From an optimization exercise on the open Yosys and OpenROAD flow, aimed at small area and a short achievable clock period; shortcuts taken in it are not production practice.
No functional check of the RTL was part of this run.
Power figures rest on the tool's default switching activity, not on a simulated workload.

## config.mk

```make
export PLATFORM = sky130hd
export DESIGN_NAME = multiplier_logic
export DESIGN_NICKNAME = multiplier_logic
export VERILOG_FILES = /design/flow/design.v
export SDC_FILE = /design/flow/constraint.sdc
export NUM_CORES = 4
export LEC_CHECK = 0
export CAP_MARGIN = 20
export CORE_MARGIN = 2
export CORE_UTILIZATION = 40
export SETUP_SLACK_MARGIN = 2.3
export SLEW_MARGIN = 20
export SYNTH_HIERARCHICAL = 1
export SYNTH_MINIMUM_KEEP_SIZE = 0
```

## constraint.sdc

```tcl
create_clock -name core_clock -period 4.5 [get_ports {clk}]
set_input_delay 0.9000 -clock core_clock [delete_from_list [all_inputs] [get_ports {clk}]]
set_output_delay 0.9000 -clock core_clock [all_outputs]
set_load 0.01 [all_outputs]
```

## design.v

```verilog
module multiplier_logic (
    input  wire        clk,
    input  wire        rst_n,
    input  wire [15:0] a,
    input  wire [15:0] b,
    output reg  [31:0] y
);
  reg r1_a0;
  reg r1_a1;
  reg r1_a2;
  reg r1_a3;
  reg r1_a4;
  reg r1_a5;
  reg r1_a6;
  reg r1_a7;
  reg r1_a8;
  reg r1_a9;
  reg r1_a10;
  reg r1_a11;
  reg r1_a12;
  reg r1_a13;
  reg r1_a14;
  reg r1_a15;
  reg r1_b15;
  reg r1_one1;
  reg r1_two2;
  reg r1_neg3;
  reg r1_one4;
  reg r1_two5;
  reg r1_neg6;
  reg r1_one7;
  reg r1_two8;
  reg r1_neg9;
  reg r1_one10;
  reg r1_two11;
  reg r1_neg12;
  reg r1_one13;
  reg r1_two14;
  reg r1_neg15;
  reg r1_one16;
  reg r1_two17;
  reg r1_neg18;
  reg r1_one19;
  reg r1_two20;
  reg r1_neg21;
  reg r1_one22;
  reg r1_two23;
  reg r1_neg24;
  reg r2_s193;
  reg r2_s195;
  reg r2_s199;
  reg r2_s203;
  reg r2_p63;
  reg r2_s205;
  reg r2_c202;
  reg r2_c204;
  reg r2_c206;
  reg r2_s207;
  reg r2_s209;
  reg r2_s211;
  reg r2_c212;
  reg r2_s215;
  reg r2_c216;
  reg r2_s221;
  reg r2_c220;
  reg r2_s223;
  reg r2_c222;
  reg r2_s225;
  reg r2_s229;
  reg r2_c226;
  reg r2_s231;
  reg r2_s235;
  reg r2_c232;
  reg r2_s237;
  reg r2_c238;
  reg r2_s243;
  reg r2_s245;
  reg r2_s247;
  reg r2_s249;
  reg r2_c244;
  reg r2_c246;
  reg r2_s251;
  reg r2_s255;
  reg r2_s257;
  reg r2_c252;
  reg r2_s259;
  reg r2_s263;
  reg r2_c260;
  reg r2_s265;
  reg r2_s267;
  reg r2_s271;
  reg r2_s273;
  reg r2_c266;
  reg r2_c268;
  reg r2_s275;
  reg r2_s281;
  reg r2_c276;
  reg r2_s283;
  reg r2_s285;
  reg r2_c284;
  reg r2_c286;
  reg r2_s293;
  reg r2_s295;
  reg r2_s299;
  reg r2_c294;
  reg r2_c296;
  reg r2_s301;
  reg r2_s303;
  reg r2_c302;
  reg r2_c304;
  reg r2_s309;
  reg r2_s311;
  reg r2_s313;
  reg r2_s315;
  reg r2_c310;
  reg r2_c312;
  reg r2_s317;
  reg r2_s319;
  reg r2_s321;
  reg r2_c318;
  reg r2_s323;
  reg r2_s327;
  reg r2_c324;
  reg r2_s329;
  reg r2_s333;
  reg r2_c330;
  reg r2_s335;
  reg r2_c334;
  reg r2_s337;
  reg r2_c336;
  reg r2_s339;
  reg r2_s341;
  reg r2_c340;
  reg r2_s343;
  reg r2_c344;
  reg r2_s347;
  reg r2_c348;
  reg r2_s351;
  reg r2_c350;
  reg r2_s353;
  reg r2_c352;
  reg r2_c354;
  reg r2_s355;
  reg r2_s357;
  reg r3_r2_s193;
  reg r3_r2_s195;
  reg r3_r2_s199;
  reg r3_r2_s203;
  reg r3_s361;
  reg r3_s365;
  reg r3_s369;
  reg r3_r2_c212;
  reg r3_r2_s215;
  reg r3_c368;
  reg r3_c370;
  reg r3_r2_c216;
  reg r3_r2_s221;
  reg r3_r2_s225;
  reg r3_s371;
  reg r3_c372;
  reg r3_s373;
  reg r3_c374;
  reg r3_s375;
  reg r3_c376;
  reg r3_s377;
  reg r3_s379;
  reg r3_s381;
  reg r3_c382;
  reg r3_s385;
  reg r3_c386;
  reg r3_s389;
  reg r3_s395;
  reg r3_c394;
  reg r3_s399;
  reg r3_c396;
  reg r3_c400;
  reg r3_s403;
  reg r3_s409;
  reg r3_c408;
  reg r3_s413;
  reg r3_c410;
  reg r3_s419;
  reg r3_c418;
  reg r3_s423;
  reg r3_c420;
  reg r3_s427;
  reg r3_c426;
  reg r3_s429;
  reg r3_c428;
  reg r3_s433;
  reg r3_s437;
  reg r3_s439;
  reg r3_c438;
  reg r3_s441;
  reg r3_s443;
  reg r3_c442;
  reg r3_s445;
  reg r3_r2_s357;
  reg r3_c446;
  wire one1 = b[0] ^ 1'b0;
  wire two2 = (b[1] & ~b[0] & ~1'b0) | (~b[1] & b[0] & 1'b0);
  wire neg3 = b[1];
  wire one4 = b[2] ^ b[1];
  wire two5 = (b[3] & ~b[2] & ~b[1]) | (~b[3] & b[2] & b[1]);
  wire neg6 = b[3];
  wire one7 = b[4] ^ b[3];
  wire two8 = (b[5] & ~b[4] & ~b[3]) | (~b[5] & b[4] & b[3]);
  wire neg9 = b[5];
  wire one10 = b[6] ^ b[5];
  wire two11 = (b[7] & ~b[6] & ~b[5]) | (~b[7] & b[6] & b[5]);
  wire neg12 = b[7];
  wire one13 = b[8] ^ b[7];
  wire two14 = (b[9] & ~b[8] & ~b[7]) | (~b[9] & b[8] & b[7]);
  wire neg15 = b[9];
  wire one16 = b[10] ^ b[9];
  wire two17 = (b[11] & ~b[10] & ~b[9]) | (~b[11] & b[10] & b[9]);
  wire neg18 = b[11];
  wire one19 = b[12] ^ b[11];
  wire two20 = (b[13] & ~b[12] & ~b[11]) | (~b[13] & b[12] & b[11]);
  wire neg21 = b[13];
  wire one22 = b[14] ^ b[13];
  wire two23 = (b[15] & ~b[14] & ~b[13]) | (~b[15] & b[14] & b[13]);
  wire neg24 = b[15];
  wire p25 = ((r1_one1 & r1_a0) | (r1_two2 & 1'b0)) ^ r1_neg3;
  wire p26 = ((r1_one1 & r1_a1) | (r1_two2 & r1_a0)) ^ r1_neg3;
  wire p27 = ((r1_one1 & r1_a2) | (r1_two2 & r1_a1)) ^ r1_neg3;
  wire p28 = ((r1_one1 & r1_a3) | (r1_two2 & r1_a2)) ^ r1_neg3;
  wire p29 = ((r1_one1 & r1_a4) | (r1_two2 & r1_a3)) ^ r1_neg3;
  wire p30 = ((r1_one1 & r1_a5) | (r1_two2 & r1_a4)) ^ r1_neg3;
  wire p31 = ((r1_one1 & r1_a6) | (r1_two2 & r1_a5)) ^ r1_neg3;
  wire p32 = ((r1_one1 & r1_a7) | (r1_two2 & r1_a6)) ^ r1_neg3;
  wire p33 = ((r1_one1 & r1_a8) | (r1_two2 & r1_a7)) ^ r1_neg3;
  wire p34 = ((r1_one1 & r1_a9) | (r1_two2 & r1_a8)) ^ r1_neg3;
  wire p35 = ((r1_one1 & r1_a10) | (r1_two2 & r1_a9)) ^ r1_neg3;
  wire p36 = ((r1_one1 & r1_a11) | (r1_two2 & r1_a10)) ^ r1_neg3;
  wire p37 = ((r1_one1 & r1_a12) | (r1_two2 & r1_a11)) ^ r1_neg3;
  wire p38 = ((r1_one1 & r1_a13) | (r1_two2 & r1_a12)) ^ r1_neg3;
  wire p39 = ((r1_one1 & r1_a14) | (r1_two2 & r1_a13)) ^ r1_neg3;
  wire p40 = ((r1_one1 & r1_a15) | (r1_two2 & r1_a14)) ^ r1_neg3;
  wire p41 = ((r1_one1 & 1'b0) | (r1_two2 & r1_a15)) ^ r1_neg3;
  wire ns42 = ~r1_neg3;
  wire ng43 = r1_neg3;
  wire p44 = ((r1_one4 & r1_a0) | (r1_two5 & 1'b0)) ^ r1_neg6;
  wire p45 = ((r1_one4 & r1_a1) | (r1_two5 & r1_a0)) ^ r1_neg6;
  wire p46 = ((r1_one4 & r1_a2) | (r1_two5 & r1_a1)) ^ r1_neg6;
  wire p47 = ((r1_one4 & r1_a3) | (r1_two5 & r1_a2)) ^ r1_neg6;
  wire p48 = ((r1_one4 & r1_a4) | (r1_two5 & r1_a3)) ^ r1_neg6;
  wire p49 = ((r1_one4 & r1_a5) | (r1_two5 & r1_a4)) ^ r1_neg6;
  wire p50 = ((r1_one4 & r1_a6) | (r1_two5 & r1_a5)) ^ r1_neg6;
  wire p51 = ((r1_one4 & r1_a7) | (r1_two5 & r1_a6)) ^ r1_neg6;
  wire p52 = ((r1_one4 & r1_a8) | (r1_two5 & r1_a7)) ^ r1_neg6;
  wire p53 = ((r1_one4 & r1_a9) | (r1_two5 & r1_a8)) ^ r1_neg6;
  wire p54 = ((r1_one4 & r1_a10) | (r1_two5 & r1_a9)) ^ r1_neg6;
  wire p55 = ((r1_one4 & r1_a11) | (r1_two5 & r1_a10)) ^ r1_neg6;
  wire p56 = ((r1_one4 & r1_a12) | (r1_two5 & r1_a11)) ^ r1_neg6;
  wire p57 = ((r1_one4 & r1_a13) | (r1_two5 & r1_a12)) ^ r1_neg6;
  wire p58 = ((r1_one4 & r1_a14) | (r1_two5 & r1_a13)) ^ r1_neg6;
  wire p59 = ((r1_one4 & r1_a15) | (r1_two5 & r1_a14)) ^ r1_neg6;
  wire p60 = ((r1_one4 & 1'b0) | (r1_two5 & r1_a15)) ^ r1_neg6;
  wire ns61 = ~r1_neg6;
  wire ng62 = r1_neg6;
  wire p63 = ((r1_one7 & r1_a0) | (r1_two8 & 1'b0)) ^ r1_neg9;
  wire p64 = ((r1_one7 & r1_a1) | (r1_two8 & r1_a0)) ^ r1_neg9;
  wire p65 = ((r1_one7 & r1_a2) | (r1_two8 & r1_a1)) ^ r1_neg9;
  wire p66 = ((r1_one7 & r1_a3) | (r1_two8 & r1_a2)) ^ r1_neg9;
  wire p67 = ((r1_one7 & r1_a4) | (r1_two8 & r1_a3)) ^ r1_neg9;
  wire p68 = ((r1_one7 & r1_a5) | (r1_two8 & r1_a4)) ^ r1_neg9;
  wire p69 = ((r1_one7 & r1_a6) | (r1_two8 & r1_a5)) ^ r1_neg9;
  wire p70 = ((r1_one7 & r1_a7) | (r1_two8 & r1_a6)) ^ r1_neg9;
  wire p71 = ((r1_one7 & r1_a8) | (r1_two8 & r1_a7)) ^ r1_neg9;
  wire p72 = ((r1_one7 & r1_a9) | (r1_two8 & r1_a8)) ^ r1_neg9;
  wire p73 = ((r1_one7 & r1_a10) | (r1_two8 & r1_a9)) ^ r1_neg9;
  wire p74 = ((r1_one7 & r1_a11) | (r1_two8 & r1_a10)) ^ r1_neg9;
  wire p75 = ((r1_one7 & r1_a12) | (r1_two8 & r1_a11)) ^ r1_neg9;
  wire p76 = ((r1_one7 & r1_a13) | (r1_two8 & r1_a12)) ^ r1_neg9;
  wire p77 = ((r1_one7 & r1_a14) | (r1_two8 & r1_a13)) ^ r1_neg9;
  wire p78 = ((r1_one7 & r1_a15) | (r1_two8 & r1_a14)) ^ r1_neg9;
  wire p79 = ((r1_one7 & 1'b0) | (r1_two8 & r1_a15)) ^ r1_neg9;
  wire ns80 = ~r1_neg9;
  wire ng81 = r1_neg9;
  wire p82 = ((r1_one10 & r1_a0) | (r1_two11 & 1'b0)) ^ r1_neg12;
  wire p83 = ((r1_one10 & r1_a1) | (r1_two11 & r1_a0)) ^ r1_neg12;
  wire p84 = ((r1_one10 & r1_a2) | (r1_two11 & r1_a1)) ^ r1_neg12;
  wire p85 = ((r1_one10 & r1_a3) | (r1_two11 & r1_a2)) ^ r1_neg12;
  wire p86 = ((r1_one10 & r1_a4) | (r1_two11 & r1_a3)) ^ r1_neg12;
  wire p87 = ((r1_one10 & r1_a5) | (r1_two11 & r1_a4)) ^ r1_neg12;
  wire p88 = ((r1_one10 & r1_a6) | (r1_two11 & r1_a5)) ^ r1_neg12;
  wire p89 = ((r1_one10 & r1_a7) | (r1_two11 & r1_a6)) ^ r1_neg12;
  wire p90 = ((r1_one10 & r1_a8) | (r1_two11 & r1_a7)) ^ r1_neg12;
  wire p91 = ((r1_one10 & r1_a9) | (r1_two11 & r1_a8)) ^ r1_neg12;
  wire p92 = ((r1_one10 & r1_a10) | (r1_two11 & r1_a9)) ^ r1_neg12;
  wire p93 = ((r1_one10 & r1_a11) | (r1_two11 & r1_a10)) ^ r1_neg12;
  wire p94 = ((r1_one10 & r1_a12) | (r1_two11 & r1_a11)) ^ r1_neg12;
  wire p95 = ((r1_one10 & r1_a13) | (r1_two11 & r1_a12)) ^ r1_neg12;
  wire p96 = ((r1_one10 & r1_a14) | (r1_two11 & r1_a13)) ^ r1_neg12;
  wire p97 = ((r1_one10 & r1_a15) | (r1_two11 & r1_a14)) ^ r1_neg12;
  wire p98 = ((r1_one10 & 1'b0) | (r1_two11 & r1_a15)) ^ r1_neg12;
  wire ns99 = ~r1_neg12;
  wire ng100 = r1_neg12;
  wire p101 = ((r1_one13 & r1_a0) | (r1_two14 & 1'b0)) ^ r1_neg15;
  wire p102 = ((r1_one13 & r1_a1) | (r1_two14 & r1_a0)) ^ r1_neg15;
  wire p103 = ((r1_one13 & r1_a2) | (r1_two14 & r1_a1)) ^ r1_neg15;
  wire p104 = ((r1_one13 & r1_a3) | (r1_two14 & r1_a2)) ^ r1_neg15;
  wire p105 = ((r1_one13 & r1_a4) | (r1_two14 & r1_a3)) ^ r1_neg15;
  wire p106 = ((r1_one13 & r1_a5) | (r1_two14 & r1_a4)) ^ r1_neg15;
  wire p107 = ((r1_one13 & r1_a6) | (r1_two14 & r1_a5)) ^ r1_neg15;
  wire p108 = ((r1_one13 & r1_a7) | (r1_two14 & r1_a6)) ^ r1_neg15;
  wire p109 = ((r1_one13 & r1_a8) | (r1_two14 & r1_a7)) ^ r1_neg15;
  wire p110 = ((r1_one13 & r1_a9) | (r1_two14 & r1_a8)) ^ r1_neg15;
  wire p111 = ((r1_one13 & r1_a10) | (r1_two14 & r1_a9)) ^ r1_neg15;
  wire p112 = ((r1_one13 & r1_a11) | (r1_two14 & r1_a10)) ^ r1_neg15;
  wire p113 = ((r1_one13 & r1_a12) | (r1_two14 & r1_a11)) ^ r1_neg15;
  wire p114 = ((r1_one13 & r1_a13) | (r1_two14 & r1_a12)) ^ r1_neg15;
  wire p115 = ((r1_one13 & r1_a14) | (r1_two14 & r1_a13)) ^ r1_neg15;
  wire p116 = ((r1_one13 & r1_a15) | (r1_two14 & r1_a14)) ^ r1_neg15;
  wire p117 = ((r1_one13 & 1'b0) | (r1_two14 & r1_a15)) ^ r1_neg15;
  wire ns118 = ~r1_neg15;
  wire ng119 = r1_neg15;
  wire p120 = ((r1_one16 & r1_a0) | (r1_two17 & 1'b0)) ^ r1_neg18;
  wire p121 = ((r1_one16 & r1_a1) | (r1_two17 & r1_a0)) ^ r1_neg18;
  wire p122 = ((r1_one16 & r1_a2) | (r1_two17 & r1_a1)) ^ r1_neg18;
  wire p123 = ((r1_one16 & r1_a3) | (r1_two17 & r1_a2)) ^ r1_neg18;
  wire p124 = ((r1_one16 & r1_a4) | (r1_two17 & r1_a3)) ^ r1_neg18;
  wire p125 = ((r1_one16 & r1_a5) | (r1_two17 & r1_a4)) ^ r1_neg18;
  wire p126 = ((r1_one16 & r1_a6) | (r1_two17 & r1_a5)) ^ r1_neg18;
  wire p127 = ((r1_one16 & r1_a7) | (r1_two17 & r1_a6)) ^ r1_neg18;
  wire p128 = ((r1_one16 & r1_a8) | (r1_two17 & r1_a7)) ^ r1_neg18;
  wire p129 = ((r1_one16 & r1_a9) | (r1_two17 & r1_a8)) ^ r1_neg18;
  wire p130 = ((r1_one16 & r1_a10) | (r1_two17 & r1_a9)) ^ r1_neg18;
  wire p131 = ((r1_one16 & r1_a11) | (r1_two17 & r1_a10)) ^ r1_neg18;
  wire p132 = ((r1_one16 & r1_a12) | (r1_two17 & r1_a11)) ^ r1_neg18;
  wire p133 = ((r1_one16 & r1_a13) | (r1_two17 & r1_a12)) ^ r1_neg18;
  wire p134 = ((r1_one16 & r1_a14) | (r1_two17 & r1_a13)) ^ r1_neg18;
  wire p135 = ((r1_one16 & r1_a15) | (r1_two17 & r1_a14)) ^ r1_neg18;
  wire p136 = ((r1_one16 & 1'b0) | (r1_two17 & r1_a15)) ^ r1_neg18;
  wire ns137 = ~r1_neg18;
  wire ng138 = r1_neg18;
  wire p139 = ((r1_one19 & r1_a0) | (r1_two20 & 1'b0)) ^ r1_neg21;
  wire p140 = ((r1_one19 & r1_a1) | (r1_two20 & r1_a0)) ^ r1_neg21;
  wire p141 = ((r1_one19 & r1_a2) | (r1_two20 & r1_a1)) ^ r1_neg21;
  wire p142 = ((r1_one19 & r1_a3) | (r1_two20 & r1_a2)) ^ r1_neg21;
  wire p143 = ((r1_one19 & r1_a4) | (r1_two20 & r1_a3)) ^ r1_neg21;
  wire p144 = ((r1_one19 & r1_a5) | (r1_two20 & r1_a4)) ^ r1_neg21;
  wire p145 = ((r1_one19 & r1_a6) | (r1_two20 & r1_a5)) ^ r1_neg21;
  wire p146 = ((r1_one19 & r1_a7) | (r1_two20 & r1_a6)) ^ r1_neg21;
  wire p147 = ((r1_one19 & r1_a8) | (r1_two20 & r1_a7)) ^ r1_neg21;
  wire p148 = ((r1_one19 & r1_a9) | (r1_two20 & r1_a8)) ^ r1_neg21;
  wire p149 = ((r1_one19 & r1_a10) | (r1_two20 & r1_a9)) ^ r1_neg21;
  wire p150 = ((r1_one19 & r1_a11) | (r1_two20 & r1_a10)) ^ r1_neg21;
  wire p151 = ((r1_one19 & r1_a12) | (r1_two20 & r1_a11)) ^ r1_neg21;
  wire p152 = ((r1_one19 & r1_a13) | (r1_two20 & r1_a12)) ^ r1_neg21;
  wire p153 = ((r1_one19 & r1_a14) | (r1_two20 & r1_a13)) ^ r1_neg21;
  wire p154 = ((r1_one19 & r1_a15) | (r1_two20 & r1_a14)) ^ r1_neg21;
  wire p155 = ((r1_one19 & 1'b0) | (r1_two20 & r1_a15)) ^ r1_neg21;
  wire ns156 = ~r1_neg21;
  wire ng157 = r1_neg21;
  wire p158 = ((r1_one22 & r1_a0) | (r1_two23 & 1'b0)) ^ r1_neg24;
  wire p159 = ((r1_one22 & r1_a1) | (r1_two23 & r1_a0)) ^ r1_neg24;
  wire p160 = ((r1_one22 & r1_a2) | (r1_two23 & r1_a1)) ^ r1_neg24;
  wire p161 = ((r1_one22 & r1_a3) | (r1_two23 & r1_a2)) ^ r1_neg24;
  wire p162 = ((r1_one22 & r1_a4) | (r1_two23 & r1_a3)) ^ r1_neg24;
  wire p163 = ((r1_one22 & r1_a5) | (r1_two23 & r1_a4)) ^ r1_neg24;
  wire p164 = ((r1_one22 & r1_a6) | (r1_two23 & r1_a5)) ^ r1_neg24;
  wire p165 = ((r1_one22 & r1_a7) | (r1_two23 & r1_a6)) ^ r1_neg24;
  wire p166 = ((r1_one22 & r1_a8) | (r1_two23 & r1_a7)) ^ r1_neg24;
  wire p167 = ((r1_one22 & r1_a9) | (r1_two23 & r1_a8)) ^ r1_neg24;
  wire p168 = ((r1_one22 & r1_a10) | (r1_two23 & r1_a9)) ^ r1_neg24;
  wire p169 = ((r1_one22 & r1_a11) | (r1_two23 & r1_a10)) ^ r1_neg24;
  wire p170 = ((r1_one22 & r1_a12) | (r1_two23 & r1_a11)) ^ r1_neg24;
  wire p171 = ((r1_one22 & r1_a13) | (r1_two23 & r1_a12)) ^ r1_neg24;
  wire p172 = ((r1_one22 & r1_a14) | (r1_two23 & r1_a13)) ^ r1_neg24;
  wire p173 = ((r1_one22 & r1_a15) | (r1_two23 & r1_a14)) ^ r1_neg24;
  wire p174 = ((r1_one22 & 1'b0) | (r1_two23 & r1_a15)) ^ r1_neg24;
  wire ns175 = ~r1_neg24;
  wire ng176 = r1_neg24;
  wire p177 = r1_a0 & r1_b15;
  wire p178 = r1_a1 & r1_b15;
  wire p179 = r1_a2 & r1_b15;
  wire p180 = r1_a3 & r1_b15;
  wire p181 = r1_a4 & r1_b15;
  wire p182 = r1_a5 & r1_b15;
  wire p183 = r1_a6 & r1_b15;
  wire p184 = r1_a7 & r1_b15;
  wire p185 = r1_a8 & r1_b15;
  wire p186 = r1_a9 & r1_b15;
  wire p187 = r1_a10 & r1_b15;
  wire p188 = r1_a11 & r1_b15;
  wire p189 = r1_a12 & r1_b15;
  wire p190 = r1_a13 & r1_b15;
  wire p191 = r1_a14 & r1_b15;
  wire p192 = r1_a15 & r1_b15;
  wire s193 = ng43 ^ p25;
  wire c194 = ng43 & p25;
  wire s195 = p26 ^ c194;
  wire c196 = p26 & c194;
  wire s197, c198;
  mult_fa u_s197 (.x(ng62), .y(p27), .z(p44), .s(s197), .c(c198));
  wire s199 = c196 ^ s197;
  wire c200 = c196 & s197;
  wire s201, c202;
  mult_fa u_s201 (.x(p28), .y(p45), .z(c198), .s(s201), .c(c202));
  wire s203 = c200 ^ s201;
  wire c204 = c200 & s201;
  wire s205, c206;
  mult_fa u_s205 (.x(ng81), .y(p29), .z(p46), .s(s205), .c(c206));
  wire s207, c208;
  mult_fa u_s207 (.x(p30), .y(p47), .z(p64), .s(s207), .c(c208));
  wire s209, c210;
  mult_fa u_s209 (.x(ng100), .y(p31), .z(p48), .s(s209), .c(c210));
  wire s211, c212;
  mult_fa u_s211 (.x(p65), .y(p82), .z(c208), .s(s211), .c(c212));
  wire s213, c214;
  mult_fa u_s213 (.x(p32), .y(p49), .z(p66), .s(s213), .c(c214));
  wire s215, c216;
  mult_fa u_s215 (.x(p83), .y(c210), .z(s213), .s(s215), .c(c216));
  wire s217, c218;
  mult_fa u_s217 (.x(ng119), .y(p101), .z(p33), .s(s217), .c(c218));
  wire s219, c220;
  mult_fa u_s219 (.x(p50), .y(p67), .z(p84), .s(s219), .c(c220));
  wire s221, c222;
  mult_fa u_s221 (.x(c214), .y(s217), .z(s219), .s(s221), .c(c222));
  wire s223, c224;
  mult_fa u_s223 (.x(p102), .y(p34), .z(p51), .s(s223), .c(c224));
  wire s225, c226;
  mult_fa u_s225 (.x(p68), .y(p85), .z(c218), .s(s225), .c(c226));
  wire s227, c228;
  mult_fa u_s227 (.x(ng138), .y(p103), .z(p120), .s(s227), .c(c228));
  wire s229, c230;
  mult_fa u_s229 (.x(p35), .y(p52), .z(p69), .s(s229), .c(c230));
  wire s231, c232;
  mult_fa u_s231 (.x(p86), .y(c224), .z(s227), .s(s231), .c(c232));
  wire s233, c234;
  mult_fa u_s233 (.x(p104), .y(p121), .z(p36), .s(s233), .c(c234));
  wire s235, c236;
  mult_fa u_s235 (.x(p53), .y(p70), .z(p87), .s(s235), .c(c236));
  wire s237, c238;
  mult_fa u_s237 (.x(c228), .y(c230), .z(s233), .s(s237), .c(c238));
  wire s239, c240;
  mult_fa u_s239 (.x(ng157), .y(p105), .z(p122), .s(s239), .c(c240));
  wire s241, c242;
  mult_fa u_s241 (.x(p139), .y(p37), .z(p54), .s(s241), .c(c242));
  wire s243, c244;
  mult_fa u_s243 (.x(p71), .y(p88), .z(c234), .s(s243), .c(c244));
  wire s245, c246;
  mult_fa u_s245 (.x(c236), .y(s239), .z(s241), .s(s245), .c(c246));
  wire s247, c248;
  mult_fa u_s247 (.x(p106), .y(p123), .z(p140), .s(s247), .c(c248));
  wire s249, c250;
  mult_fa u_s249 (.x(p38), .y(p55), .z(p72), .s(s249), .c(c250));
  wire s251, c252;
  mult_fa u_s251 (.x(p89), .y(c240), .z(c242), .s(s251), .c(c252));
  wire s253, c254;
  mult_fa u_s253 (.x(ng176), .y(p107), .z(p124), .s(s253), .c(c254));
  wire s255, c256;
  mult_fa u_s255 (.x(p141), .y(p158), .z(p39), .s(s255), .c(c256));
  wire s257, c258;
  mult_fa u_s257 (.x(p56), .y(p73), .z(p90), .s(s257), .c(c258));
  wire s259, c260;
  mult_fa u_s259 (.x(c248), .y(c250), .z(s253), .s(s259), .c(c260));
  wire s261, c262;
  mult_fa u_s261 (.x(p108), .y(p125), .z(p142), .s(s261), .c(c262));
  wire s263, c264;
  mult_fa u_s263 (.x(p159), .y(p40), .z(p57), .s(s263), .c(c264));
  wire s265, c266;
  mult_fa u_s265 (.x(p74), .y(p91), .z(c254), .s(s265), .c(c266));
  wire s267, c268;
  mult_fa u_s267 (.x(c256), .y(c258), .z(s261), .s(s267), .c(c268));
  wire s269, c270;
  mult_fa u_s269 (.x(p177), .y(p109), .z(p126), .s(s269), .c(c270));
  wire s271, c272;
  mult_fa u_s271 (.x(p143), .y(p160), .z(p41), .s(s271), .c(c272));
  wire s273, c274;
  mult_fa u_s273 (.x(p58), .y(p75), .z(p92), .s(s273), .c(c274));
  wire s275, c276;
  mult_fa u_s275 (.x(c262), .y(c264), .z(s269), .s(s275), .c(c276));
  wire s277, c278;
  mult_fa u_s277 (.x(1'b1), .y(ns42), .z(p178), .s(s277), .c(c278));
  wire s279, c280;
  mult_fa u_s279 (.x(p110), .y(p127), .z(p144), .s(s279), .c(c280));
  wire s281, c282;
  mult_fa u_s281 (.x(p161), .y(p59), .z(p76), .s(s281), .c(c282));
  wire s283, c284;
  mult_fa u_s283 (.x(p93), .y(s277), .z(c270), .s(s283), .c(c284));
  wire s285, c286;
  mult_fa u_s285 (.x(c272), .y(c274), .z(s279), .s(s285), .c(c286));
  wire s287, c288;
  mult_fa u_s287 (.x(1'b1), .y(p179), .z(p111), .s(s287), .c(c288));
  wire s289, c290;
  mult_fa u_s289 (.x(p128), .y(p145), .z(p162), .s(s289), .c(c290));
  wire s291, c292;
  mult_fa u_s291 (.x(p60), .y(p77), .z(p94), .s(s291), .c(c292));
  wire s293, c294;
  mult_fa u_s293 (.x(c278), .y(c280), .z(c282), .s(s293), .c(c294));
  wire s295, c296;
  mult_fa u_s295 (.x(s287), .y(s289), .z(s291), .s(s295), .c(c296));
  wire s297, c298;
  mult_fa u_s297 (.x(ns61), .y(p180), .z(p112), .s(s297), .c(c298));
  wire s299, c300;
  mult_fa u_s299 (.x(p129), .y(p146), .z(p163), .s(s299), .c(c300));
  wire s301, c302;
  mult_fa u_s301 (.x(p78), .y(p95), .z(c288), .s(s301), .c(c302));
  wire s303, c304;
  mult_fa u_s303 (.x(c290), .y(c292), .z(s297), .s(s303), .c(c304));
  wire s305, c306;
  mult_fa u_s305 (.x(1'b1), .y(p181), .z(p113), .s(s305), .c(c306));
  wire s307, c308;
  mult_fa u_s307 (.x(p130), .y(p147), .z(p164), .s(s307), .c(c308));
  wire s309, c310;
  mult_fa u_s309 (.x(p79), .y(p96), .z(c298), .s(s309), .c(c310));
  wire s311, c312;
  mult_fa u_s311 (.x(c300), .y(s305), .z(s307), .s(s311), .c(c312));
  wire s313, c314;
  mult_fa u_s313 (.x(ns80), .y(p182), .z(p114), .s(s313), .c(c314));
  wire s315, c316;
  mult_fa u_s315 (.x(p131), .y(p148), .z(p165), .s(s315), .c(c316));
  wire s317, c318;
  mult_fa u_s317 (.x(p97), .y(c306), .z(c308), .s(s317), .c(c318));
  wire s319, c320;
  mult_fa u_s319 (.x(1'b1), .y(p183), .z(p115), .s(s319), .c(c320));
  wire s321, c322;
  mult_fa u_s321 (.x(p132), .y(p149), .z(p166), .s(s321), .c(c322));
  wire s323, c324;
  mult_fa u_s323 (.x(p98), .y(c314), .z(c316), .s(s323), .c(c324));
  wire s325, c326;
  mult_fa u_s325 (.x(ns99), .y(p184), .z(p116), .s(s325), .c(c326));
  wire s327, c328;
  mult_fa u_s327 (.x(p133), .y(p150), .z(p167), .s(s327), .c(c328));
  wire s329, c330;
  mult_fa u_s329 (.x(c320), .y(c322), .z(s325), .s(s329), .c(c330));
  wire s331, c332;
  mult_fa u_s331 (.x(1'b1), .y(p185), .z(p117), .s(s331), .c(c332));
  wire s333, c334;
  mult_fa u_s333 (.x(p134), .y(p151), .z(p168), .s(s333), .c(c334));
  wire s335, c336;
  mult_fa u_s335 (.x(c326), .y(c328), .z(s331), .s(s335), .c(c336));
  wire s337, c338;
  mult_fa u_s337 (.x(ns118), .y(p186), .z(p135), .s(s337), .c(c338));
  wire s339, c340;
  mult_fa u_s339 (.x(p152), .y(p169), .z(c332), .s(s339), .c(c340));
  wire s341, c342;
  mult_fa u_s341 (.x(1'b1), .y(p187), .z(p136), .s(s341), .c(c342));
  wire s343, c344;
  mult_fa u_s343 (.x(p153), .y(p170), .z(c338), .s(s343), .c(c344));
  wire s345, c346;
  mult_fa u_s345 (.x(ns137), .y(p188), .z(p154), .s(s345), .c(c346));
  wire s347, c348;
  mult_fa u_s347 (.x(p171), .y(c342), .z(s345), .s(s347), .c(c348));
  wire s349, c350;
  mult_fa u_s349 (.x(1'b1), .y(p189), .z(p155), .s(s349), .c(c350));
  wire s351, c352;
  mult_fa u_s351 (.x(p172), .y(c346), .z(s349), .s(s351), .c(c352));
  wire s353, c354;
  mult_fa u_s353 (.x(ns156), .y(p190), .z(p173), .s(s353), .c(c354));
  wire s355, c356;
  mult_fa u_s355 (.x(1'b1), .y(p191), .z(p174), .s(s355), .c(c356));
  wire s357, c358;
  mult_fa u_s357 (.x(ns175), .y(p192), .z(c356), .s(s357), .c(c358));
  wire s359, c360;
  mult_fa u_s359 (.x(r2_c202), .y(r2_c204), .z(r2_p63), .s(s359), .c(c360));
  wire s361 = r2_s205 ^ s359;
  wire c362 = r2_s205 & s359;
  wire s363, c364;
  mult_fa u_s363 (.x(r2_c206), .y(r2_s207), .z(c360), .s(s363), .c(c364));
  wire s365 = c362 ^ s363;
  wire c366 = c362 & s363;
  wire s367, c368;
  mult_fa u_s367 (.x(r2_s209), .y(r2_s211), .z(c364), .s(s367), .c(c368));
  wire s369 = c366 ^ s367;
  wire c370 = c366 & s367;
  wire s371, c372;
  mult_fa u_s371 (.x(r2_c220), .y(r2_c222), .z(r2_s223), .s(s371), .c(c372));
  wire s373, c374;
  mult_fa u_s373 (.x(r2_c226), .y(r2_s229), .z(r2_s231), .s(s373), .c(c374));
  wire s375, c376;
  mult_fa u_s375 (.x(r2_c232), .y(r2_s235), .z(r2_s237), .s(s375), .c(c376));
  wire s377, c378;
  mult_fa u_s377 (.x(r2_c238), .y(r2_s243), .z(r2_s245), .s(s377), .c(c378));
  wire s379, c380;
  mult_fa u_s379 (.x(r2_c244), .y(r2_c246), .z(r2_s247), .s(s379), .c(c380));
  wire s381, c382;
  mult_fa u_s381 (.x(r2_s249), .y(r2_s251), .z(c378), .s(s381), .c(c382));
  wire s383, c384;
  mult_fa u_s383 (.x(r2_c252), .y(r2_s255), .z(r2_s257), .s(s383), .c(c384));
  wire s385, c386;
  mult_fa u_s385 (.x(r2_s259), .y(c380), .z(s383), .s(s385), .c(c386));
  wire s387, c388;
  mult_fa u_s387 (.x(r2_c260), .y(r2_s263), .z(r2_s265), .s(s387), .c(c388));
  wire s389, c390;
  mult_fa u_s389 (.x(r2_s267), .y(c384), .z(s387), .s(s389), .c(c390));
  wire s391, c392;
  mult_fa u_s391 (.x(r2_c266), .y(r2_c268), .z(r2_s271), .s(s391), .c(c392));
  wire s393, c394;
  mult_fa u_s393 (.x(r2_s273), .y(r2_s275), .z(c388), .s(s393), .c(c394));
  wire s395, c396;
  mult_fa u_s395 (.x(s391), .y(c390), .z(s393), .s(s395), .c(c396));
  wire s397, c398;
  mult_fa u_s397 (.x(r2_c276), .y(r2_s281), .z(r2_s283), .s(s397), .c(c398));
  wire s399, c400;
  mult_fa u_s399 (.x(r2_s285), .y(c392), .z(s397), .s(s399), .c(c400));
  wire s401, c402;
  mult_fa u_s401 (.x(r2_c284), .y(r2_c286), .z(r2_s293), .s(s401), .c(c402));
  wire s403, c404;
  mult_fa u_s403 (.x(r2_s295), .y(c398), .z(s401), .s(s403), .c(c404));
  wire s405, c406;
  mult_fa u_s405 (.x(r2_c294), .y(r2_c296), .z(r2_s299), .s(s405), .c(c406));
  wire s407, c408;
  mult_fa u_s407 (.x(r2_s301), .y(r2_s303), .z(c402), .s(s407), .c(c408));
  wire s409, c410;
  mult_fa u_s409 (.x(s405), .y(c404), .z(s407), .s(s409), .c(c410));
  wire s411, c412;
  mult_fa u_s411 (.x(r2_c302), .y(r2_c304), .z(r2_s309), .s(s411), .c(c412));
  wire s413, c414;
  mult_fa u_s413 (.x(r2_s311), .y(c406), .z(s411), .s(s413), .c(c414));
  wire s415, c416;
  mult_fa u_s415 (.x(r2_c310), .y(r2_c312), .z(r2_s313), .s(s415), .c(c416));
  wire s417, c418;
  mult_fa u_s417 (.x(r2_s315), .y(r2_s317), .z(c412), .s(s417), .c(c418));
  wire s419, c420;
  mult_fa u_s419 (.x(s415), .y(c414), .z(s417), .s(s419), .c(c420));
  wire s421, c422;
  mult_fa u_s421 (.x(r2_c318), .y(r2_s319), .z(r2_s321), .s(s421), .c(c422));
  wire s423, c424;
  mult_fa u_s423 (.x(r2_s323), .y(c416), .z(s421), .s(s423), .c(c424));
  wire s425, c426;
  mult_fa u_s425 (.x(r2_c324), .y(r2_s327), .z(r2_s329), .s(s425), .c(c426));
  wire s427, c428;
  mult_fa u_s427 (.x(c422), .y(s425), .z(c424), .s(s427), .c(c428));
  wire s429, c430;
  mult_fa u_s429 (.x(r2_c330), .y(r2_s333), .z(r2_s335), .s(s429), .c(c430));
  wire s431, c432;
  mult_fa u_s431 (.x(r2_c334), .y(r2_c336), .z(r2_s337), .s(s431), .c(c432));
  wire s433, c434;
  mult_fa u_s433 (.x(r2_s339), .y(c430), .z(s431), .s(s433), .c(c434));
  wire s435, c436;
  mult_fa u_s435 (.x(r2_c340), .y(r2_s341), .z(r2_s343), .s(s435), .c(c436));
  wire s437, c438;
  mult_fa u_s437 (.x(c432), .y(s435), .z(c434), .s(s437), .c(c438));
  wire s439, c440;
  mult_fa u_s439 (.x(r2_c344), .y(r2_s347), .z(c436), .s(s439), .c(c440));
  wire s441, c442;
  mult_fa u_s441 (.x(r2_c348), .y(r2_s351), .z(c440), .s(s441), .c(c442));
  wire s443, c444;
  mult_fa u_s443 (.x(r2_c350), .y(r2_c352), .z(r2_s353), .s(s443), .c(c444));
  wire s445, c446;
  mult_fa u_s445 (.x(r2_c354), .y(r2_s355), .z(c444), .s(s445), .c(c446));
  wire s447, c448;
  mult_fa u_s447 (.x(r3_c368), .y(r3_c370), .z(r3_r2_c212), .s(s447), .c(c448));
  wire s449 = r3_r2_c216 ^ r3_r2_s221;
  wire c450 = r3_r2_c216 & r3_r2_s221;
  wire s451 = r3_r2_s225 ^ r3_s371;
  wire c452 = r3_r2_s225 & r3_s371;
  wire s453 = r3_c372 ^ r3_s373;
  wire c454 = r3_c372 & r3_s373;
  wire s455 = r3_c374 ^ r3_s375;
  wire c456 = r3_c374 & r3_s375;
  wire s457 = r3_c376 ^ r3_s377;
  wire c458 = r3_c376 & r3_s377;
  wire s459 = r3_s379 ^ r3_s381;
  wire c460 = r3_s379 & r3_s381;
  wire s461 = r3_c382 ^ r3_s385;
  wire c462 = r3_c382 & r3_s385;
  wire s463 = r3_c386 ^ r3_s389;
  wire c464 = r3_c386 & r3_s389;
  wire s465, c466;
  mult_fa u_s465 (.x(r3_c394), .y(r3_c396), .z(r3_s399), .s(s465), .c(c466));
  wire s467 = r3_c400 ^ r3_s403;
  wire c468 = r3_c400 & r3_s403;
  wire s469, c470;
  mult_fa u_s469 (.x(r3_c408), .y(r3_c410), .z(r3_s413), .s(s469), .c(c470));
  wire s471, c472;
  mult_fa u_s471 (.x(r3_c418), .y(r3_c420), .z(r3_s423), .s(s471), .c(c472));
  wire s473, c474;
  mult_fa u_s473 (.x(r3_c426), .y(r3_c428), .z(r3_s429), .s(s473), .c(c474));
  wire [31:0] ra = {r3_c446, r3_s445, r3_c442, r3_s441, r3_c438, r3_s437, r3_s433, s473, r3_s427, s471, r3_s419, s469, r3_s409, s467, s465, r3_s395, c462, c460, c458, c456, c454, c452, c450, s449, r3_r2_s215, r3_s369, r3_s365, r3_s361, r3_r2_s203, r3_r2_s199, r3_r2_s195, r3_r2_s193};
  wire [31:0] rb = {r3_r2_s357, 1'b0, r3_s443, 1'b0, r3_s439, 1'b0, c474, 1'b0, c472, 1'b0, c470, 1'b0, c468, c466, 1'b0, c464, s463, s461, s459, s457, s455, s453, s451, c448, s447, 1'b0, 1'b0, 1'b0, 1'b0, 1'b0, 1'b0, 1'b0};
  wire [20:0] plo = ra[19:0] + rb[19:0];
  reg [20:0] r4_plo;
  reg [11:0] r4_ha, r4_hb;
  always @(posedge clk) begin r4_plo <= plo; r4_ha <= ra[31:20]; r4_hb <= rb[31:20]; end
  wire [11:0] phi = r4_ha + r4_hb + r4_plo[20];
  wire [31:0] prod = {phi, r4_plo[19:0]};
  always @(posedge clk) begin
    r1_a0 <= a[0];
    r1_a1 <= a[1];
    r1_a2 <= a[2];
    r1_a3 <= a[3];
    r1_a4 <= a[4];
    r1_a5 <= a[5];
    r1_a6 <= a[6];
    r1_a7 <= a[7];
    r1_a8 <= a[8];
    r1_a9 <= a[9];
    r1_a10 <= a[10];
    r1_a11 <= a[11];
    r1_a12 <= a[12];
    r1_a13 <= a[13];
    r1_a14 <= a[14];
    r1_a15 <= a[15];
    r1_b15 <= b[15];
    r1_one1 <= one1;
    r1_two2 <= two2;
    r1_neg3 <= neg3;
    r1_one4 <= one4;
    r1_two5 <= two5;
    r1_neg6 <= neg6;
    r1_one7 <= one7;
    r1_two8 <= two8;
    r1_neg9 <= neg9;
    r1_one10 <= one10;
    r1_two11 <= two11;
    r1_neg12 <= neg12;
    r1_one13 <= one13;
    r1_two14 <= two14;
    r1_neg15 <= neg15;
    r1_one16 <= one16;
    r1_two17 <= two17;
    r1_neg18 <= neg18;
    r1_one19 <= one19;
    r1_two20 <= two20;
    r1_neg21 <= neg21;
    r1_one22 <= one22;
    r1_two23 <= two23;
    r1_neg24 <= neg24;
    r2_s193 <= s193;
    r2_s195 <= s195;
    r2_s199 <= s199;
    r2_s203 <= s203;
    r2_p63 <= p63;
    r2_s205 <= s205;
    r2_c202 <= c202;
    r2_c204 <= c204;
    r2_c206 <= c206;
    r2_s207 <= s207;
    r2_s209 <= s209;
    r2_s211 <= s211;
    r2_c212 <= c212;
    r2_s215 <= s215;
    r2_c216 <= c216;
    r2_s221 <= s221;
    r2_c220 <= c220;
    r2_s223 <= s223;
    r2_c222 <= c222;
    r2_s225 <= s225;
    r2_s229 <= s229;
    r2_c226 <= c226;
    r2_s231 <= s231;
    r2_s235 <= s235;
    r2_c232 <= c232;
    r2_s237 <= s237;
    r2_c238 <= c238;
    r2_s243 <= s243;
    r2_s245 <= s245;
    r2_s247 <= s247;
    r2_s249 <= s249;
    r2_c244 <= c244;
    r2_c246 <= c246;
    r2_s251 <= s251;
    r2_s255 <= s255;
    r2_s257 <= s257;
    r2_c252 <= c252;
    r2_s259 <= s259;
    r2_s263 <= s263;
    r2_c260 <= c260;
    r2_s265 <= s265;
    r2_s267 <= s267;
    r2_s271 <= s271;
    r2_s273 <= s273;
    r2_c266 <= c266;
    r2_c268 <= c268;
    r2_s275 <= s275;
    r2_s281 <= s281;
    r2_c276 <= c276;
    r2_s283 <= s283;
    r2_s285 <= s285;
    r2_c284 <= c284;
    r2_c286 <= c286;
    r2_s293 <= s293;
    r2_s295 <= s295;
    r2_s299 <= s299;
    r2_c294 <= c294;
    r2_c296 <= c296;
    r2_s301 <= s301;
    r2_s303 <= s303;
    r2_c302 <= c302;
    r2_c304 <= c304;
    r2_s309 <= s309;
    r2_s311 <= s311;
    r2_s313 <= s313;
    r2_s315 <= s315;
    r2_c310 <= c310;
    r2_c312 <= c312;
    r2_s317 <= s317;
    r2_s319 <= s319;
    r2_s321 <= s321;
    r2_c318 <= c318;
    r2_s323 <= s323;
    r2_s327 <= s327;
    r2_c324 <= c324;
    r2_s329 <= s329;
    r2_s333 <= s333;
    r2_c330 <= c330;
    r2_s335 <= s335;
    r2_c334 <= c334;
    r2_s337 <= s337;
    r2_c336 <= c336;
    r2_s339 <= s339;
    r2_s341 <= s341;
    r2_c340 <= c340;
    r2_s343 <= s343;
    r2_c344 <= c344;
    r2_s347 <= s347;
    r2_c348 <= c348;
    r2_s351 <= s351;
    r2_c350 <= c350;
    r2_s353 <= s353;
    r2_c352 <= c352;
    r2_c354 <= c354;
    r2_s355 <= s355;
    r2_s357 <= s357;
    r3_r2_s193 <= r2_s193;
    r3_r2_s195 <= r2_s195;
    r3_r2_s199 <= r2_s199;
    r3_r2_s203 <= r2_s203;
    r3_s361 <= s361;
    r3_s365 <= s365;
    r3_s369 <= s369;
    r3_r2_c212 <= r2_c212;
    r3_r2_s215 <= r2_s215;
    r3_c368 <= c368;
    r3_c370 <= c370;
    r3_r2_c216 <= r2_c216;
    r3_r2_s221 <= r2_s221;
    r3_r2_s225 <= r2_s225;
    r3_s371 <= s371;
    r3_c372 <= c372;
    r3_s373 <= s373;
    r3_c374 <= c374;
    r3_s375 <= s375;
    r3_c376 <= c376;
    r3_s377 <= s377;
    r3_s379 <= s379;
    r3_s381 <= s381;
    r3_c382 <= c382;
    r3_s385 <= s385;
    r3_c386 <= c386;
    r3_s389 <= s389;
    r3_s395 <= s395;
    r3_c394 <= c394;
    r3_s399 <= s399;
    r3_c396 <= c396;
    r3_c400 <= c400;
    r3_s403 <= s403;
    r3_s409 <= s409;
    r3_c408 <= c408;
    r3_s413 <= s413;
    r3_c410 <= c410;
    r3_s419 <= s419;
    r3_c418 <= c418;
    r3_s423 <= s423;
    r3_c420 <= c420;
    r3_s427 <= s427;
    r3_c426 <= c426;
    r3_s429 <= s429;
    r3_c428 <= c428;
    r3_s433 <= s433;
    r3_s437 <= s437;
    r3_s439 <= s439;
    r3_c438 <= c438;
    r3_s441 <= s441;
    r3_s443 <= s443;
    r3_c442 <= c442;
    r3_s445 <= s445;
    r3_r2_s357 <= r2_s357;
    r3_c446 <= c446;
  end
  reg [3:0] v;
  always @(posedge clk) begin
    if (!rst_n) begin
      v <= 4'd0;
      y <= 32'd0;
    end else begin
      v <= {v[2:0], 1'b1};
      y <= v[3] ? prod : 32'd0;
    end
  end
endmodule
module mult_fa (input wire x, input wire y, input wire z, output wire s, output wire c);
  assign s = x ^ y ^ z;
  assign c = (x & y) | (x & z) | (y & z);
endmodule
```

## run.sh

```bash
#!/bin/bash
# synth_recipe.tcl (not shown) runs the flow's synth.tcl, then flattens the netlist and writes it again
# the make line also repeats each setting of config.mk as NAME=value (left out here)
make -C /OpenROAD-flow-scripts/flow DESIGN_CONFIG=/design/flow/config.mk WORK_HOME=/design/flow/orfs CLKGATE_MAP_FILE= SYNTH_SCRIPT=/design/flow/synth_recipe.tcl finish
```

==> run_results.csv <==
group,metric,value,unit
setup_path,worstSetupStartpointType,"flip-flop",
min_path,holdCritPathClass,"flip-flop to flip-flop",
setup_path,crit_required,4.92,ns
setup_path,worstSetupPathType,"flip-flop to flip-flop",
grt,grt_pass1_vias,7273,
routing,m1WireLength,11.4,mm
placement,port_buffers,65,
yosys,synth_area_per_cell,12.2,um2
timing,relSlewSlack,47.4,%
routing,dr.first_iter.drc_count,524,
placement,dpl.hpwl,17.2,mm
routing,vias_per_cell,4.98,
pwr,total_power,9.35,mW
placement,dp.cells,1366,
yosys,synth_top_area_share,44.3,%
timing,finalSetupViolations,0,
timing,grt_setup_unrepaired,"yes",
pwr,power_density,670,nW/um2
finish,synthToLayoutAreaGrowth,15.9,%
yosys,yosysMostFrequentCell,"dfxtp_1",
yosys,synth_edf_count,0,
finish,diodes,0,
routing,vias,7066,
timing,fmax,424,MHz
yosys,yosysUniqueCellTypes,44,
routing,wl_met3,1.87,mm
yosys,netlist_area,12000,um2
yosys,yosys_warnings,7,
timing,fin_ws,2.14,ns
clocking,root_buffer,"clkbuf_16",
floorplan,die_w,177,um
yosys,seq_area_frac_synth,44.3,%
clocking,clkSinkCount,266,
setup_path,worstSetupEndpointType,"flip-flop",
clocking,cts_tree,"done",
setup_path,arrival,2.78,ns
routing,routedWlPerCell,17.3,um
finish,final_layout_size_suffix_gt1_share,10.9,%
routing,routed_wl,24.6,mm
routing,routed.top_layer,"met4",
timing,maxSlewViolCount,0,
grt,grt-ovfl-total,0,
setup_path,rr_worst_depth,9,
floorplan,die-area,31500,um2
yosys,synth_area_leaders,"dfxtp_1, fa_1, xnor2_1",
pwr,power.ir.vdd_worst,0.000307,V
clocking,clock_latency,0.53,ns
finish,instances_no_fill,1420,
placement,place_congestion,0.837,
routing,routed-wl-met2,10.8,mm
placement,place_ws,1.84,ns
finish,fin_nets,1203,
setup_path,path_max_fanout,2,
grt,grt_usage,16.1,%
yosys,synth_top_area_cell,"dfxtp_1",
clocking,htree_levels,1,
grt,grt_max_degree,28,
timing,final_hold_viol_count,0,
timing,finClkSkew,0.0102,ns
min_path,whs_path_depth,0,
routing,route.detailed.drc,0,
floorplan,rows,63,
grt,grt_pass1_wl,39.5,mm
run_status,outcome,"finished clean",
timing,finalSetupTns,0,ns
yosys,ys_async_sr_fraction,0,%
routing,ant_nets,0,
timing,timing.final.crit_share,52.4,%
floorplan,num_io_pins,66,
floorplan,initial_core_util,40.6,%
clocking,numCtsBuffers,28,
yosys,ys_seq_elements,266,
clocking,clk_path_buf_depth,3,
flow_run,drv_cap,0,
timing,period_minus_slack,2.36,ns
timing,worst_pin_slew,0.788,ns
routing,drt-pass1-iter-count,5,
clocking,path_clk_slew,0.06,ns
pwr,power_leakage,5.54,nW
yosys,syn_inst,985,
yosys,yosys-top-cells-count,"dfxtp_1, xnor2_1, fa_1, a22oi_1, clkbuf_1",
yosys,ys.flop_type,"dfxtp_1",
floorplan,die_h,177,um
grt,grt_antenna_before_repair,0,
floorplan,design.core.area,29600,um2
## path summary, 6_finish.rpt
check	slack [ns]	from	endpoint
max	2.14	r3_c368	r4_plo[19]
min	0.32	r3_c438	r4_ha[7]
max reg2reg	2.14	r3_c368	r4_plo[19]
min reg2reg	0.32	r3_c438	r4_ha[7]
## Yosys stat by module (local to each module, per instance)
module / cell area [um2] / cells inside / times used / flops+latches
multiplier_logic: 9530 / 860 / 1 / 266
mult_fa: 20.0 / 1 / 125 / 0
## cell type report
type	instances	area [um2]
Multi-Input combinational cell	622	6360
Clock inverter	13	109
Sequential cell	266	5410
Clock buffer	38	820
Tap cell	390	488
Inverter	16	60.1
Fill cell	2725	15700
Timing Repair Buffer	75	692
## flip-flops by register name, indices dropped and copies added, names as in the netlist, 4 cells and up
signal	flops
r4_ha	12
r4_hb	6
r4_plo	21
v	4
y	32
## kinds of logic after synthesis
logic type,after synthesis,synth area share [%]
xor+xnor,160,11.6
buf+inv,104,3.46
mux,3,0.250
simple gates,133,5.94
fa+ha+maj,160,24.6
compound gates,158,9.85
other cells,1,0.0312
flops,266,44.3
## worst max-delay path, cell delays in order, from the launching register on
cell and delay [ns]:
dfxtp_2 0.32, fa_1 0.54, ha_2 0.19, inv_2 0.04, fa_2 0.38, nor2b_4 0.16
o2111ai_4 0.13, nand4b_1 0.21, mux2i_1 0.21, nand2_1 0.06
## where the power goes
part / switching (mW) / internal (mW) / leakage [nW] / total (mW)
Clock: 0.918 / 1.33 / 0.455 / 2.25
Combinational: 1.76 / 1.61 / 2.85 / 3.37
Sequential: 0.491 / 3.23 / 2.24 / 3.72
Total: 3.17 / 6.18 / 5.54 / 9.35
## per-stage QoR
step	hold slack, ns	utilization (%)	area [um2]
global route	0.330	47.0	13900
finish	0.324	47.0	13900
CTS	0.325	46.8	13900
detailed placement	0.312	43.5	12900
global placement	0.310	43.5	12900
floorplan	0.310	-	12100
## routing by layer
metal / GRT usage [%] / vias up
met2: 25.1 / 233
met5: 0 / -
met4: 4.34 / 0
li1: - / 3325
met1: 22.6 / 3462
met3: 3.43 / 46
## timing repair
item                       CTS  global route
setup buffers                2             1
resized for setup           75            21
hold buffers                 0             0
gates cloned                 0             0
pin swaps                    2             8
setup endpoints to repair   98            27
## cells in the final DEF, fill, tap and decap left out, types with 20 or more instances in the layout
cell type	Yosys	layout
ha_1	33	32
dfxtp_1	266	225
dlygate4sd2_1	0	32
dfxtp_2	0	27
clkdlybuf4s50_1	0	32
clkbuf_16	0	29
nand2_1	30	30
and3_1	24	24
xnor2_1	147	147
a22oi_1	121	121
and2_1	20	20
fa_1	127	126
nor2_1	20	20

## what the ideal ports hide
The results above use ideal ports. As a check the final layout listed here was re-extracted and re-timed, cells and wires unchanged. Step 1, drivers: a clkbuf_16 drives clk and a buf_2 each remaining input, both assumed. Step 2 moves the port delays by t, midway between the first and last clock arrival at a register: inputs arrive t later, outputs are due t later. That takes back most of the time a late clock gives input paths. Three values: ideal, step 1, step 2; two values: the first two.
shift t [ns]: 0.573
slack for setup (ns): 2.143 / 2.143 / 2.143
worst hold slack (ns): 0.324 / 0.324 / 0.324
worst setup path after step 2: register to register
cell pins on the clock port's net: 1
After both steps this run still meets setup and hold. For this run, drivers alone change the setup slack by 0.000 ns; drivers and shift together by 0.000 ns.
